This is an optimization exercise on Yosys and OpenROAD, whose aim is small area, not a production implementation.
In this exercise RTL edits were held to simulation tests only and were not proved equivalent to the original.
In every run shown here, the design's own scripts or RTL, not TritonCTS, make the clock network.
The clock input has no modelled driver; a real chip could not lean on it and would need a root buffer or a full tree.
Power figures rest on the tool's default switching activity, not on a simulated workload.

`design/flow/design.v`:
```
module puls_gen(CLK, RST_N, KEY, PULS);
	input CLK;
	input RST_N;
	input KEY;
	output PULS;
	reg delay_KEY;
	always @(posedge CLK) begin
		if(!RST_N) begin
			delay_KEY <= 1'b1;
		end else begin
			delay_KEY <= KEY;
		end
	end
	assign PULS = ({delay_KEY, KEY} == 2'b10) ? 1'b0 : 1'b1;
endmodule
module dec_7seg(IN, OUT);
	input [3:0] IN;
	output [6:0] OUT;
	wire [3:0] d = IN;
	assign OUT[0] = (d[3] & ~d[1]) | (d[2] & ~d[1]);
	assign OUT[1] = (~d[3] & d[1] & ~d[0]);
	assign OUT[2] = (d[3] & d[2] & d[0]);
	assign OUT[3] = (~d[1]);
	assign OUT[4] = ~((d[2] & d[1]));
	assign OUT[5] = (d[3] & ~d[1]) | (d[3] & d[0]);
	assign OUT[6] = (~d[3] & d[1] & d[0]) | (~d[2] & ~d[1]);
endmodule
module dig_inc(IN, OUT);
	input [3:0] IN;
	output [3:0] OUT;
	wire [3:0] d = IN;
	assign OUT[0] = (d[3] & ~d[2]) | (d[3] & d[0]);
	assign OUT[1] = ~((~d[3] & d[2] & d[1]) | (~d[2] & d[0]));
	assign OUT[2] = (~d[2]);
	assign OUT[3] = (~d[3] & d[1] & d[0]) | (d[3] & d[2]) | (~d[2] & ~d[1]);
endmodule
module dig_is9(IN, OUT);
	input [3:0] IN;
	output OUT;
	wire [3:0] d = IN;
	assign OUT = (d[3] & ~d[2] & d[1] & ~d[0]);
endmodule
module dig_is1(IN, OUT);
	input [3:0] IN;
	output OUT;
	wire [3:0] d = IN;
	assign OUT = (d[3] & ~d[1]);
endmodule
module dec_2bit(IN, OUT);
	input [1:0] IN;
	output [6:0] OUT;
	assign OUT = (IN == 2'd0) ? 7'b1000000 :
	             (IN == 2'd1) ? 7'b1111001 :
	             (IN == 2'd2) ? 7'b0100100 : 7'b0110000;
endmodule
module game(CLK, DEBUG, CHANGE, STOP, ENTER, RESET, LEDR, LEDG, HEX7, HEX6, HEX5, HEX4, HEX3, HEX2, HEX1, HEX0);
	input CLK, DEBUG;
	input CHANGE, STOP, ENTER, RESET;
	output [17:0] LEDR;
	output [8:0] LEDG;
	output [6:0] HEX7, HEX6, HEX5, HEX4, HEX3, HEX2, HEX1, HEX0;
	reg [1:0] state;
	reg [3:0] pos;     
	reg lr;
	reg [3:0] ph;      
	reg [8:0] blk;
	reg [8:0] m;
	reg [8:0] pre;     
	reg [3:0] h0, h1;  
	reg [3:0] s0;      
	reg [1:0] s1;      
	localparam [3:0] DIG0 = 4'd7;          
	localparam [8:0] M0   = 9'b000010001;  
	localparam [8:0] PRE0 = 9'b111101111;  
	wire change, enter, stop;
	puls_gen puls_change(CLK, RESET, CHANGE, change);
	puls_gen puls_enter(CLK, RESET, ENTER, enter);
	puls_gen puls_stop(CLK, RESET, STOP, stop);
	wire run  = (state == 2'd1);
	wire over = (pos == 4'd0) || (pos == 4'd15);
	wire ph4  = (ph == 4'b1110);
	wire bz   = (blk == 9'd0);
	wire mv   = run && ph4 && bz;
	wire [8:0] mdn = {~(m[0] ^ m[5]), m[8:1]};
	wire last = (m == 9'd0);
	wire tick = run && pre[8] && pre[7] && pre[6] && pre[4] && pre[3] && pre[2] && pre[0];
	wire [3:0] h0n, h1n, s0n;
	wire h0w, h1w, s0w, s01;
	dig_inc inc_h0(h0, h0n);
	dig_inc inc_h1(h1, h1n);
	dig_inc inc_s0(s0, s0n);
	dig_is9 is9_h0(h0, h0w);
	dig_is9 is9_h1(h1, h1w);
	dig_is9 is9_s0(s0, s0w);
	dig_is1 is1_s0(s0, s01);
	wire sw = (s1 == 2'd3) && s01;
	wire v = (state != 2'd0) || !(&ph);
	wire [3:0] posn = lr ? pos + 4'd1 : pos - 4'd1;
	wire [3:0] pflip = (state == 2'd0) ? (pos ^ 4'd8) : mv ? (pos ^ posn) : 4'd0;
	always @(posedge CLK)
		pos <= pos ^ pflip;
	always @(posedge CLK) begin
		if (!RESET) begin
			state <= 2'd0;
			lr <= 1'b0;
			ph <= 4'b1111;
			blk <= M0;
			m <= M0;
			pre <= PRE0;
			h0 <= DIG0; h1 <= DIG0; s0 <= DIG0; s1 <= 2'd0;
		end else begin
			case (state)
				2'd0: begin
					state <= enter ? 2'd0 : 2'd1;
					ph <= 4'b0000;
				end
				2'd1: state <= over ? 2'd3 : (!stop) ? 2'd2 : 2'd1;
				2'd2: state <= (!stop) ? 2'd1 : 2'd2;
				default: ;
			endcase
			if (run) begin
				if (!change) lr <= ~lr;
				if (mv) begin
					m <= mdn;
					ph <= last ? 4'b1111 : 4'b0000;
					blk <= mdn;
				end else begin
					ph <= {ph[2:0], ~(ph[3] ^ ph[2])};
					if (ph4) blk <= {~(blk[0] ^ blk[5]), blk[8:1]};
				end
				pre <= tick ? PRE0 : {pre[7:0], ~(pre[8] ^ pre[4])};
			end
			if (tick) begin
				h0 <= h0n;
				if (h0w) begin
					h1 <= h1n;
					if (h1w) begin
						s0 <= sw ? DIG0 : s0n;
						s1 <= sw ? 2'd0 : s0w ? s1 + 2'd1 : s1;
					end
				end
			end
		end
	end
	genvar i;
	generate for (i = 0; i < 16; i = i + 1) begin : led
		assign LEDR[i+1] = v && (pos == i);
	end endgenerate
	assign LEDR[0] = v;
	assign LEDR[17] = v;
	assign LEDG = 9'd0;
	assign HEX6 = 7'h7f;
	assign HEX5 = 7'h7f;
	assign HEX4 = 7'h7f;
	dec_2bit dec_state(state, HEX7);
	dec_2bit HEX_sec_10(s1, HEX3);
	dec_7seg HEX_sec_1(s0, HEX2);
	dec_7seg HEX_msec_10(h1, HEX1);
	dec_7seg HEX_msec_1(h0, HEX0);
endmodule
```
`design/flow/flow/run.sh`:
```
#!/bin/bash
# Standard ORFS flow with these changes:
# - synthesis without half/full-adder extraction, run once with each ABC
#   script in flow/abc_*.script; the script giving the smallest cell area is
#   used for the layout (every run has the same registers, only the
#   combinational mapping differs);
# - one shared tie cell per constant value (SKIP_REPAIR_TIE_FANOUT);
# - placement that is not timing-driven, with the synthesis buffers removed
#   before it (flow/pre_gpl.tcl);
# - the smallest buffer (buf_1) for the port buffers;
# - a clock tree of one level of clock buffers (flow/cts.tcl) in place of
#   clock_tree_synthesis.
set -euo pipefail
HERE=$PWD
LIB="$FLOW_HOME/platforms/$FLOW_PLATFORM/lib/sky130_fd_sc_hd__tt_025C_1v80.lib"
RES="$HERE/orfs/results/$FLOW_PLATFORM/game/base"

prepare_scripts() {
  rm -rf "$HERE/myscripts"
  cp -r "$FLOW_HOME/scripts" "$HERE/myscripts"
  cp "$1" "$HERE/myscripts/abc_area.script"
  cp "$HERE/flow/cts.tcl" "$HERE/myscripts/cts.tcl"
}

best=""
best_area=""
for s in "$HERE"/flow/abc_*.script; do
  name=$(basename "$s" .script)
  prepare_scripts "$s"
  rm -rf "$HERE/orfs"
  bash standard.sh SCRIPTS_DIR="$HERE/myscripts" ADDER_MAP_FILE= synth > "$HERE/synth_$name.log" 2>&1 || continue
  a=$(python3 "$HERE/flow/area.py" "$LIB" "$RES/1_2_yosys.v")
  echo "$name $a" >> "$HERE/synth_areas.txt"
  if [[ -z "$best" ]] || python3 -c "import sys; sys.exit(0 if $a < $best_area else 1)"; then
    best=$s
    best_area=$a
  fi
done
echo "best: $best $best_area" >> "$HERE/synth_areas.txt"

prepare_scripts "$best"
rm -rf "$HERE/orfs"
bash standard.sh SCRIPTS_DIR="$HERE/myscripts" ADDER_MAP_FILE= synth > "$HERE/synth.log" 2>&1
bash standard.sh SCRIPTS_DIR="$HERE/myscripts" PRE_GLOBAL_PLACE_TCL="$HERE/flow/pre_gpl.tcl" CLOCK_BUFFER=sky130_fd_sc_hd__buf_12 CLOCK_GROUPS=2 SKIP_REPAIR_TIE_FANOUT=1 "BUFFER_PORTS_ARGS=-buffer_cell sky130_fd_sc_hd__buf_1" finish > "$HERE/layout.log" 2>&1
```
`design/flow/flow/abc_a3.script`:
```
strash
dch
amap
topo
```
`design/flow/flow/abc_b2.script`:
```
strash
dch -f
map -a
strash
dch -f
map -a
strash
dch -f
map -a
topo
```
`design/flow/flow/abc_b5.script`:
```
strash
dch -f
map -a
strash
dch -f
map -a
strash
dch -f
map -a
strash
dch -f
map -a
strash
dch -f
map -a
topo
```
`design/flow/flow/abc_b6.script`:
```
strash
dch -f
amap
strash
dch -f
amap
strash
dch -f
amap
topo
```
`design/flow/flow/abc_c1.script`:
```
strash
dch
map -a
strash
dch
map -a
strash
dch
map -a
topo
```
`design/flow/flow/abc_c4.script`:
```
strash
dch -f
map -a
strash
dch -f
amap
strash
dch -f
map -a
topo
```
`design/flow/flow/abc_d2.script`:
```
strash
dch
amap
strash
dch
amap
strash
dch
amap
topo
```
`design/flow/flow/abc_d3.script`:
```
strash
dch
map -a
strash
dch
amap
strash
dch
map -a
topo
```
`design/flow/flow/abc_d5.script`:
```
strash
dch -f
map -a
strash
dch -f
map -a
strash
dch -f
map -a
strash
dch -f
map -a
strash
dch -f
map -a
strash
dch -f
map -a
strash
dch -f
map -a
topo
```
`design/flow/flow/abc_d6.script`:
```
strash
dc2
map -a
strash
dch
map -a
strash
dch
map -a
topo
```
`design/flow/flow/abc_e4.script`:
```
strash
dch -f
map -a
strash
dch -f
amap
strash
dch -f
map -a
strash
dch -f
amap
strash
dch -f
map -a
strash
dch -f
amap
strash
dch -f
map -a
strash
dch -f
amap
topo
```
`design/flow/flow/area.py`:
```
# Prints the standard-cell area of a mapped netlist, leaving out buffers
# (the flow removes synthesis buffers before placement).
import re, sys
lib = open(sys.argv[1]).read()
area = {}
for m in re.finditer(r'cell\s*\(\s*"?(\w+)"?\s*\)', lib):
    a = re.search(r'area\s*:\s*([\d.]+)', lib[m.end():m.end() + 30000])
    if a:
        area[m.group(1)] = float(a.group(1))
net = open(sys.argv[2]).read()
tot = 0.0
for c in re.findall(r'^\s*(sky130_fd_sc_hd__\w+)\s+\S+\s*\(', net, re.M):
    if not re.match(r'sky130_fd_sc_hd__buf_\d+$', c):
        tot += area.get(c, 0.0)
print('%.3f' % tot)
```
`design/flow/flow/cts.tcl`:
```
utl::set_metrics_stage "cts__{}"
source $::env(SCRIPTS_DIR)/load.tcl
source $::env(SCRIPTS_DIR)/lec_check.tcl
erase_non_stage_variables cts
load_design 3_place.odb 3_place.sdc
source_step_tcl PRE CTS

# Clone clock tree inverters next to register loads
# so cts does not try to buffer the inverted clocks.
repair_clock_inverters

proc save_progress { stage } {
  puts "Run 'make gui_$stage.odb' to load progress snapshot"
  orfs_write_db $::env(RESULTS_DIR)/$stage.odb
  orfs_write_sdc $::env(RESULTS_DIR)/$stage.sdc
}

# Run CTS
set cts_args [list \
  -sink_clustering_enable \
  -repair_clock_nets]

append_env_var cts_args CTS_BUF_DISTANCE -distance_between_buffers 1
append_env_var cts_args CTS_CLUSTER_SIZE -sink_clustering_size 1
append_env_var cts_args CTS_CLUSTER_DIAMETER -sink_clustering_max_diameter 1
append_env_var cts_args CTS_BUF_LIST -buf_list 1
append_env_var cts_args CTS_LIB_NAME -library 1


if { [env_var_exists_and_non_empty CTS_ARGS] } {
  set cts_args $::env(CTS_ARGS)
}

set_dont_use $::env(DONT_USE_CELLS)

proc clock_buffers { cell k } {
  set block [ord::get_db_block]
  set clk_pin [lindex [[lindex [all_clocks] 0] sources] 0]
  set clk_net [[$block findBTerm [get_full_name $clk_pin]] getNet]
  set master [[ord::get_db] findMaster $cell]
  set sinks [$clk_net getITerms]
  set n [llength $sinks]
  set xs {}
  set ys {}
  foreach iterm $sinks {
    lassign [[$iterm getInst] getLocation] x y
    lappend xs $x
    lappend ys $y
  }
  # initial centres: sinks spread along the sorted x order
  set order [lsort -integer -indices $xs]
  set cx {}
  set cy {}
  for { set j 0 } { $j < $k } { incr j } {
    set i [lindex $order [expr { int(($j + 0.5) * $n / $k) }]]
    lappend cx [lindex $xs $i]
    lappend cy [lindex $ys $i]
  }
  for { set it 0 } { $it < 30 } { incr it } {
    set asg {}
    for { set i 0 } { $i < $n } { incr i } {
      set best 0
      set bd -1
      for { set j 0 } { $j < $k } { incr j } {
        set dx [expr { [lindex $xs $i] - [lindex $cx $j] }]
        set dy [expr { [lindex $ys $i] - [lindex $cy $j] }]
        set d [expr { abs($dx) + abs($dy) }]
        if { $bd < 0 || $d < $bd } {
          set bd $d
          set best $j
        }
      }
      lappend asg $best
    }
    for { set j 0 } { $j < $k } { incr j } {
      set sx 0
      set sy 0
      set c 0
      for { set i 0 } { $i < $n } { incr i } {
        if { [lindex $asg $i] == $j } {
          set sx [expr { $sx + [lindex $xs $i] }]
          set sy [expr { $sy + [lindex $ys $i] }]
          incr c
        }
      }
      if { $c > 0 } {
        lset cx $j [expr { $sx / $c }]
        lset cy $j [expr { $sy / $c }]
      }
    }
  }
  for { set j 0 } { $j < $k } { incr j } {
    set inst [odb::dbInst_create $block $master clkbuf_leaf_$j]
    set net [odb::dbNet_create $block clknet_leaf_$j]
    $net setSigType CLOCK
    set c 0
    for { set i 0 } { $i < $n } { incr i } {
      if { [lindex $asg $i] == $j } {
        set iterm [lindex $sinks $i]
        $iterm disconnect
        $iterm connect $net
        incr c
      }
    }
    [$inst findITerm A] connect $clk_net
    [$inst findITerm X] connect $net
    $inst setLocation [lindex $cx $j] [lindex $cy $j]
    $inst setPlacementStatus PLACED
    puts "clock buffer $j ($cell) drives $c clock pins"
  }
}
clock_buffers $::env(CLOCK_BUFFER) $::env(CLOCK_GROUPS)
set_propagated_clock [all_clocks]

utl::push_metrics_stage "cts__{}__pre_repair_timing"
log_cmd estimate_parasitics -placement
if { $::env(DETAILED_METRICS) } {
  report_metrics 4 "cts pre-repair-timing"
}
utl::pop_metrics_stage

set_placement_padding -global \
  -left $::env(CELL_PAD_IN_SITES_DETAIL_PLACEMENT) \
  -right $::env(CELL_PAD_IN_SITES_DETAIL_PLACEMENT)

set result [catch { detailed_placement } msg]
if { $result != 0 } {
  save_progress 4_1_error
  error "Detailed placement failed in CTS: $msg"
}

log_cmd estimate_parasitics -placement

if { $::env(CTS_SNAPSHOTS) } {
  save_progress 4_1_pre_repair_hold_setup
}

if { !$::env(SKIP_CTS_REPAIR_TIMING) } {
  if { $::env(EQUIVALENCE_CHECK) } {
    write_eqy_verilog 4_before_rsz.v
  }
  if { $::env(LEC_CHECK) } {
    write_lec_verilog 4_before_rsz_lec.v
  }

  repair_timing_helper

  if { $::env(EQUIVALENCE_CHECK) } {
    run_equivalence_test
  }
  if { $::env(LEC_CHECK) } {
    write_lec_verilog 4_after_rsz_lec.v
    run_lec_test 4_rsz 4_before_rsz_lec.v 4_after_rsz_lec.v
  }

  set result [catch { detailed_placement } msg]
  if { $result != 0 } {
    save_progress 4_1_error
    error "Detailed placement failed in CTS: $msg"
  }

  check_placement -verbose
}

report_metrics 4 "cts final"

source_step_tcl POST CTS

orfs_write_db $::env(RESULTS_DIR)/4_1_cts.odb
orfs_write_sdc $::env(RESULTS_DIR)/4_cts.sdc
```
`design/flow/flow/pre_gpl.tcl`:
```
# Synthesis leaves buffers on nets that feed several ports; remove them
# before placement (the timing-driven placement, turned off here, does this
# otherwise).
remove_buffers
```
`design/flow/standard.sh`:
```
#!/bin/bash
# synth_recipe.tcl (not shown) runs the flow's synth.tcl, then flattens the netlist and writes it again
# the make line also repeats each setting of config.mk as NAME=value (left out here)
make -C /OpenROAD-flow-scripts/flow DESIGN_CONFIG=/design/flow/config.mk WORK_HOME=/design/flow/orfs CLKGATE_MAP_FILE= SYNTH_SCRIPT=/design/flow/synth_recipe.tcl "${@:-finish}"
```
`design/flow/config.mk`:
```
export PLATFORM = sky130hd
export DESIGN_NAME = game
export DESIGN_NICKNAME = game
export VERILOG_FILES = /design/flow/design.v
export SDC_FILE = /design/flow/constraint.sdc
export NUM_CORES = 4
export LEC_CHECK = 0
export ABC_AREA = 1
export CAP_MARGIN = 20
export CORE_MARGIN = 2
export CORE_UTILIZATION = 75
export GPL_TIMING_DRIVEN = 0
export SLEW_MARGIN = 20
```
`design/flow/constraint.sdc`:
```
create_clock -name core_clock -period 10.0 [get_ports {CLK}]
set_input_delay 2.0000 -clock core_clock [delete_from_list [all_inputs] [get_ports {CLK}]]
set_output_delay 2.0000 -clock core_clock [all_outputs]
set_load 0.01 [all_outputs]
```
==> results of run 1 <==
[worst min-delay path by stage]
stage,start,end,depth (start not counted)
floorplan,pre[1],pre[1],2
global placement,blk[7],blk[7],2
detailed placement,blk[7],blk[7],2
CTS,blk[7],blk[7],2
global route,pre[1],pre[1],2
finish,blk[2],blk[2],2
[cell families after synthesis]
kind of cell    count (synthesis)  synth area share
compound gates                 78             0.197
buf+inv                        77             0.161
flops                          55             0.418
other cells                     2           0.00285
simple gates                  134             0.221
[cells in the final DEF, fill, tap and decap left out, types with 3 or more instances in the layout]
cell type,Yosys,layout
o221ai_1,8,8
o22ai_1,10,10
o21bai_1,3,3
o21ai_0,15,15
clkinv_1,39,39
dfxtp_1,55,55
a211oi_1,5,5
nand2_1,28,28
nor3_1,13,13
nand3_1,8,8
nor2_1,65,65
or4_1,3,3
and3_1,4,4
a21oi_1,19,19
nor2b_1,6,6
buf_1,2,55
a221o_1,4,4
[metal layers]
layer  wire length, um  vias to the layer above  track usage
li1                  -                     1194            -
met1              2300                     1041        0.331
met2              2420                       74        0.493
met3               337                        2       0.0214
met4                24                        0       0.0109
met5                 0                        -            0
[power by group]
| part | switching [W] | leakage [nW] | internal [W] |
|---|---|---|---|
| registers | 0.00000540 | 0.448 | 0.000226 |
| clock network | 0.0000533 | 0.0188 | 0.0000327 |
| logic | 0.0000258 | 0.511 | 0.0000113 |
[critical path: cells and delay by family (launching register included)]
kind	cells	cell delay (ns)
DFF	1	0.36
buffers and inverters	4	1.60
AOI/OAI and AO/OA	2	0.76
and+or+nand+nor	5	2.08
[registers in the layout (all words and copies together), names as in the netlist]
name / flops
state: 2
ph: 4
puls_enter.delay_KEY: 1
s1: 2
pre: 9
m: 9
pos: 4
blk: 9
h1: 4
lr: 1
h0: 4
puls_stop.delay_KEY: 1
s0: 4
puls_change.delay_KEY: 1
[area by class of cell]
| type | count | share of cell area |
|---|---|---|
| multi-input combinational | 214 | 0.418 |
| tap | 46 | 0.0216 |
| inverter | 39 | 0.0549 |
| timing repair buffer | 55 | 0.0774 |
| sequential | 55 | 0.413 |
| buffer | 2 | 0.0150 |
[stage by stage]
stage / instances / setup slack, ns / total power [W] / hold WS, ns
finish: 411 / 5.08 / 0.000354 / 0.479
global route: 411 / 4.52 / 0.000367 / 0.507
CTS: 411 / 5.06 / 0.000355 / 0.475
detailed placement: 409 / 5.10 / 0.000273 / 0.461
global placement: 409 / 4.48 / 0.000272 / 0.456
floorplan: 346 / 5.86 / 0.000274 / 0.440
==> flow_metrics.py, run 1 <==
metrics = {
    "setup_path": {
        "regToRegStartpoint": "state[1]",
        "slowest_delay_ns": 0.83,
        "cp.required_ns": 10.03,
        "slowest_stage": "nor4_2",
        "crit_path_start_kind": "flop",
        "path_cells": "clkinv_1, nand2_1, clkinv_1, nand2_1, nor3_1, clkinv_1, nor4_2, clkinv_1, a41oi_1, nor2_1, a221o_1",
        "rr_worst_depth": 11,
        "rrSetupSlack_ns": 5.08,
        "critPathKind": "reg -> reg",
        "crit_path_max_fanout": 18,
        "cp.arrival_ns": 4.95,
        "cp-startpoint": "state[1]",
        "r2r-end": "ph[3]",
        "critPathCapture": "ph[3]",
        "cp-end-kind": "flop",
        "crit_top_cell": "clkinv_1",
    },
    "global_route": {
        "overflow": 0,
        "grt_start_max_net_pins": 30,
        "grt_pass1_vias": 2042,
        "grtUsageTotal": 0.258,
        "grt_pass1_wl_mm": 8.83,
        "antenna_found_initial": 0,
    },
    "synth": {
        "yosys-top-cells-area": "dfxtp_1, buf_4, nor2_1, clkinv_1, nand2_1",
        "synth.most_common_cell": "nor2_1",
        "synth_top_cell_area_share": 0.418,
        "ys_async_sr_fraction": 0,
        "syn_area_um2": 2630,
        "syn_inst": 346,
        "synth_warnings": 2,
        "synth.avg_cell_area_um2": 7.61,
        "synth_common_cells": "nor2_1, dfxtp_1, clkinv_1",
        "ys_seq_area_frac": 0.418,
        "synth-main-ff-cell": "dfxtp_1",
        "synth_cell_types": 32,
        "synthesis.nets": 352,
        "ys_seq_elements": 55,
        "synth_edf_count": 0,
        "yosysTopAreaCell": "dfxtp_1",
    },
    "finish": {
        "layout.nets": 373,
        "fillers": 270,
        "seq_area_um2": 1100,
        "drive_above_1_share": 0.00822,
        "fin_util": 0.793,
        "areaGrowthSynthToFinish_pct": 1.24,
        "final_area_um2": 2670,
        "multiInputGateArea_um2": 1110,
        "diodes": 0,
    },
    "clock_tree": {
        "postCtsHoldBufs": 0,
        "cts.clk_slew.worst_paths_ns": 0.10,
        "clock_latency_ns": 0.14,
        "cts_resized": 0,
        "post_cts_buffers": 0,
    },
    "sta": {
        "rsz0062_at_grt": "false",
        "hold_viol": 0,
        "fin_worst_skew_ns": 0.00606,
        "post-route-period-util": 0.492,
        "setup_viol": 0,
        "tightest_slew_ns": 0.961,
        "setup_tns_ns": 0,
        "fmax_ghz": 0.203,
        "slew_headroom": 0.355,
        "period_needed_ns": 4.92,
        "slew_violations": 0,
    },
    "floorplanning": {
        "dieWidth_um": 63.3,
        "die_area_um2": 4000,
        "rows": 21,
        "core_um2": 3360,
        "start_util": 0.783,
        "pin_count": 89,
        "die_y_um": 63.3,
    },
    "power": {
        "leakagePower_nw": 0.978,
        "vdd_drop_max_mv": 0.112,
        "powerDensity_nw_per_um2": 133,
    },
    "placed_design": {
        "port_buffers": 55,
        "detailed_place.area_um2": 2630,
        "hpwlAfterDp_mm": 3.81,
        "place.gp.congestion": 0.834,
    },
    "drt": {
        "post_drt_wl_per_cell_um": 12.4,
        "drt_iter0_markers": 160,
        "ant_nets": 0,
        "drt-total-wl_mm": 5.08,
        "drc_errors": 0,
        "viasPerCell": 5.62,
        "dr_total_vias": 2311,
        "drt_pass1_iterations": 4,
    },
    "run_status": {
        "status": "finished clean",
    },
    "worst_hold_path": {
        "hold_class": "reg -> reg",
    },
    "flow_run": {
        "drv_cap": 0,
    },
}
==> inputs of run 2 (changes only) <==
--- a/design/flow/design.v
+++ b/design/flow/design.v
@@ -95,10 +95,11 @@
 	dig_is1 is1_s0(s0, s01);
 	wire sw = (s1 == 2'd3) && s01;
 	wire v = (state != 2'd0) || !(&ph);
-	wire [3:0] posn = lr ? pos + 4'd1 : pos - 4'd1;
-	wire [3:0] pflip = (state == 2'd0) ? (pos ^ 4'd8) : mv ? (pos ^ posn) : 4'd0;
 	always @(posedge CLK)
-		pos <= pos ^ pflip;
+		if (!RESET)
+			pos <= 4'd8;
+		else if (mv)
+			pos <= lr ? pos + 4'd1 : pos - 4'd1;
 	always @(posedge CLK) begin
 		if (!RESET) begin
 			state <= 2'd0;
==> flow_metrics.py, run 2 <==
metrics = {
    "clock_tree": {
        "clock_latency_ns": 0.14,
        "postCtsHoldBufs": 0,
        "cts_resized": 0,
        "cts.clk_slew.worst_paths_ns": 0.11,
        "post_cts_buffers": 0,
    },
    "drt": {
        "drt_iter0_markers": 140,
        "wl_met1_mm": 2.50,
        "routed.top_layer": "met4",
        "post_drt_wl_per_cell_um": 12.2,
        "drt_pass1_iterations": 4,
        "met2_length_mm": 2.48,
        "viasPerCell": 5.53,
        "ant_nets": 0,
        "wl_met3_um": 278,
        "drt-total-wl_mm": 5.33,
        "drc_errors": 0,
        "dr_total_vias": 2422,
    },
    "synth": {
        "synth_edf_count": 0,
        "synth_cell_types": 27,
        "synth.most_common_cell": "nand2_1",
        "ys_async_sr_fraction": 0,
        "yosysTopAreaCell": "dfxtp_1",
        "synth-main-ff-cell": "dfxtp_1",
        "syn_inst": 373,
        "synth_top_cell_area_share": 0.415,
        "synth_common_cells": "nand2_1, dfxtp_1, nor2_1",
        "syn_area_um2": 2650,
        "yosys-top-cells-area": "dfxtp_1, buf_4, nand2_1, nor2_1, a21oi_1",
        "synth.avg_cell_area_um2": 7.11,
        "ys_seq_elements": 55,
        "synthesis.nets": 379,
        "ys_seq_area_frac": 0.415,
        "synth_warnings": 2,
    },
    "sta": {
        "hold_viol": 0,
        "setup_viol": 0,
        "slew_violations": 0,
        "slew_headroom": 0.384,
        "post-route-period-util": 0.428,
        "setup_tns_ns": 0,
        "rsz0062_at_grt": "false",
        "fin_worst_skew_ns": 0.0117,
        "tightest_slew_ns": 0.918,
        "period_needed_ns": 4.28,
        "fmax_ghz": 0.234,
    },
    "finish": {
        "multiInputGateArea_um2": 1110,
        "areaGrowthSynthToFinish_pct": 0.991,
        "diodes": 0,
        "final_common_cell": "nand2_1",
        "fillers": 266,
        "seq_area_um2": 1100,
        "layout.nets": 400,
        "drive_above_1_share": 0.0128,
        "layout_common_cells": "nand2_1, nor2_1, dfxtp_1, buf_1, clkinv_1",
        "top_regs": "blk (9), m (9), pre (9)",
        "final_area_um2": 2680,
    },
    "floorplanning": {
        "dieWidth_um": 63.5,
        "die_area_um2": 4030,
        "core_um2": 3360,
        "start_util": 0.789,
        "die_y_um": 63.5,
        "rows": 21,
        "pin_count": 89,
    },
    "flow_run": {
        "drv_cap": 0,
    },
    "worst_hold_path": {
        "hold_class": "reg -> reg",
    },
    "placed_design": {
        "port_buffers": 55,
        "detailed_place.area_um2": 2640,
        "place.gp.congestion": 0.911,
        "hpwlAfterDp_mm": 3.91,
    },
    "power": {
        "vdd_drop_max_mv": 0.128,
        "combPwrFrac": 0.103,
        "p_clk_frac": 0.246,
        "power.switching_w": 0.0000878,
        "power.internal_w": 0.000269,
        "sw_frac_of_total": 0.246,
        "powerDensity_nw_per_um2": 133,
        "power_frac_seq": 0.651,
        "leakagePower_nw": 1.02,
    },
    "setup_path": {
        "cp.arrival_ns": 4.29,
        "crit_path_start_kind": "input pin",
        "crit_path_max_fanout": 32,
        "cp.required_ns": 10.01,
        "cp-end-kind": "flop",
        "critPathKind": "in -> reg",
    },
    "global_route": {
        "overflow": 0,
        "antenna_found_initial": 0,
        "grtUsageTotal": 0.268,
        "grt_pass1_wl_mm": 9.16,
        "grt_start_max_net_pins": 33,
        "grt_pass1_vias": 2165,
    },
    "run_status": {
        "status": "finished clean",
    },
}
==> run 2: changes by cell type in the layout (fill, tap and decap cells not counted), sizes merged, moves of 4 or more <==
cell    previous run  this run
nand2             28        64
a21oi             19        37
nor2              65        55
o21ai             15        25
o221ai             8         0
o22ai             10         3
nand3              8        14
nor2b              6         0
a221o              4         0
clkinv            39        43
nor3              13         9
==> run 2: power groups by stage <==
stage          registers, W  logic (W)  clock network (W)
3_3_place_gp       0.000237  0.0000350                  0
2_1_floorplan      0.000236  0.0000377                  0
4_1_cts            0.000233  0.0000363          0.0000864
3_5_place_dp       0.000238  0.0000360                  0
5_1_grt            0.000234  0.0000420          0.0000935
6_report           0.000233  0.0000366          0.0000879
==> run 2: final timing paths <==
check	depth (start not counted)	from	slack (ns)	to
worst min register to register	2	m[4]	0.47	m[4]
worst max-delay path	3	RESET	5.72	pre[4]
worst min-delay path	2	m[4]	0.47	m[4]
worst max register to register	11	state[1]	6.42	blk[0]
==> run 2: worst max-delay path: stages <==
cell and delay [ns]:
buf_1 0.61, clkinv_1 0.99, a2111oi_0 0.67
==> run 2: cell families (layout without fill, tap and decap cells) <==
kind of cell    count (synthesis)  in the layout  share of synthesized area
other cells                     2              2                    0.00283
buf+inv                        81            100                      0.166
simple gates                  148            148                      0.226
flops                          55             55                      0.415
compound gates                 84             84                      0.180
xor+xnor                        3              3                    0.00991
==> run 2: routing by layer <==
metal,global-route usage,vias to the layer above
li1,-,1247
met2,0.480,77
met4,0.0408,0
met5,0,-
met3,0.0125,7
met1,0.364,1091
==> run 2: per-stage QoR <==
stage                util  std cells  hold slack [ns]  total power [W]  setup WS (ns)
global placement    0.785        436            0.452         0.000272           5.66
global route        0.797        438            0.510         0.000369           5.40
detailed placement  0.785        436            0.458         0.000274           5.62
CTS                 0.797        438            0.474         0.000355           5.79
finish              0.797        438            0.474         0.000357           5.72
floorplan               -        373            0.437         0.000274           6.59
==> run 2: cell type report <==
| type | count | share of cell area |
|---|---|---|
| sequential | 55 | 0.411 |
| tap | 46 | 0.0215 |
| multi-input combinational | 237 | 0.415 |
| inverter | 43 | 0.0603 |
| timing repair buffer | 55 | 0.0771 |
| buffer | 2 | 0.0149 |

==> separate check: timing with driven ports <==
The results above use ideal ports. As a check the final layouts listed here were re-extracted and re-timed, cells and wires unchanged.
Step 1, drivers: a clkbuf_16 drives CLK and a buf_2 each remaining input, both assumed.
Step 2 also shifts input and output timing later by t, the mid clock arrival at the registers, as if the neighbouring blocks saw the same clock.
a / b / c = ideal ports / drivers / drivers and shift; a / b = the first two.
run | shift t [ns] | setup slack, ns | hold WS [ns]
run 1 | 0.184 | 5.078 / 5.079 / 5.079 | 0.479 / 0.479 / 0.479
run 2 | 0.185 | 5.717 / 5.741 / 5.555 | 0.474 / 0.474 / 0.474
After both steps every run listed still meets setup and hold. The setup slack of run 2, which loses most, moves by +0.024 ns with the drivers and by -0.162 ns with both steps.
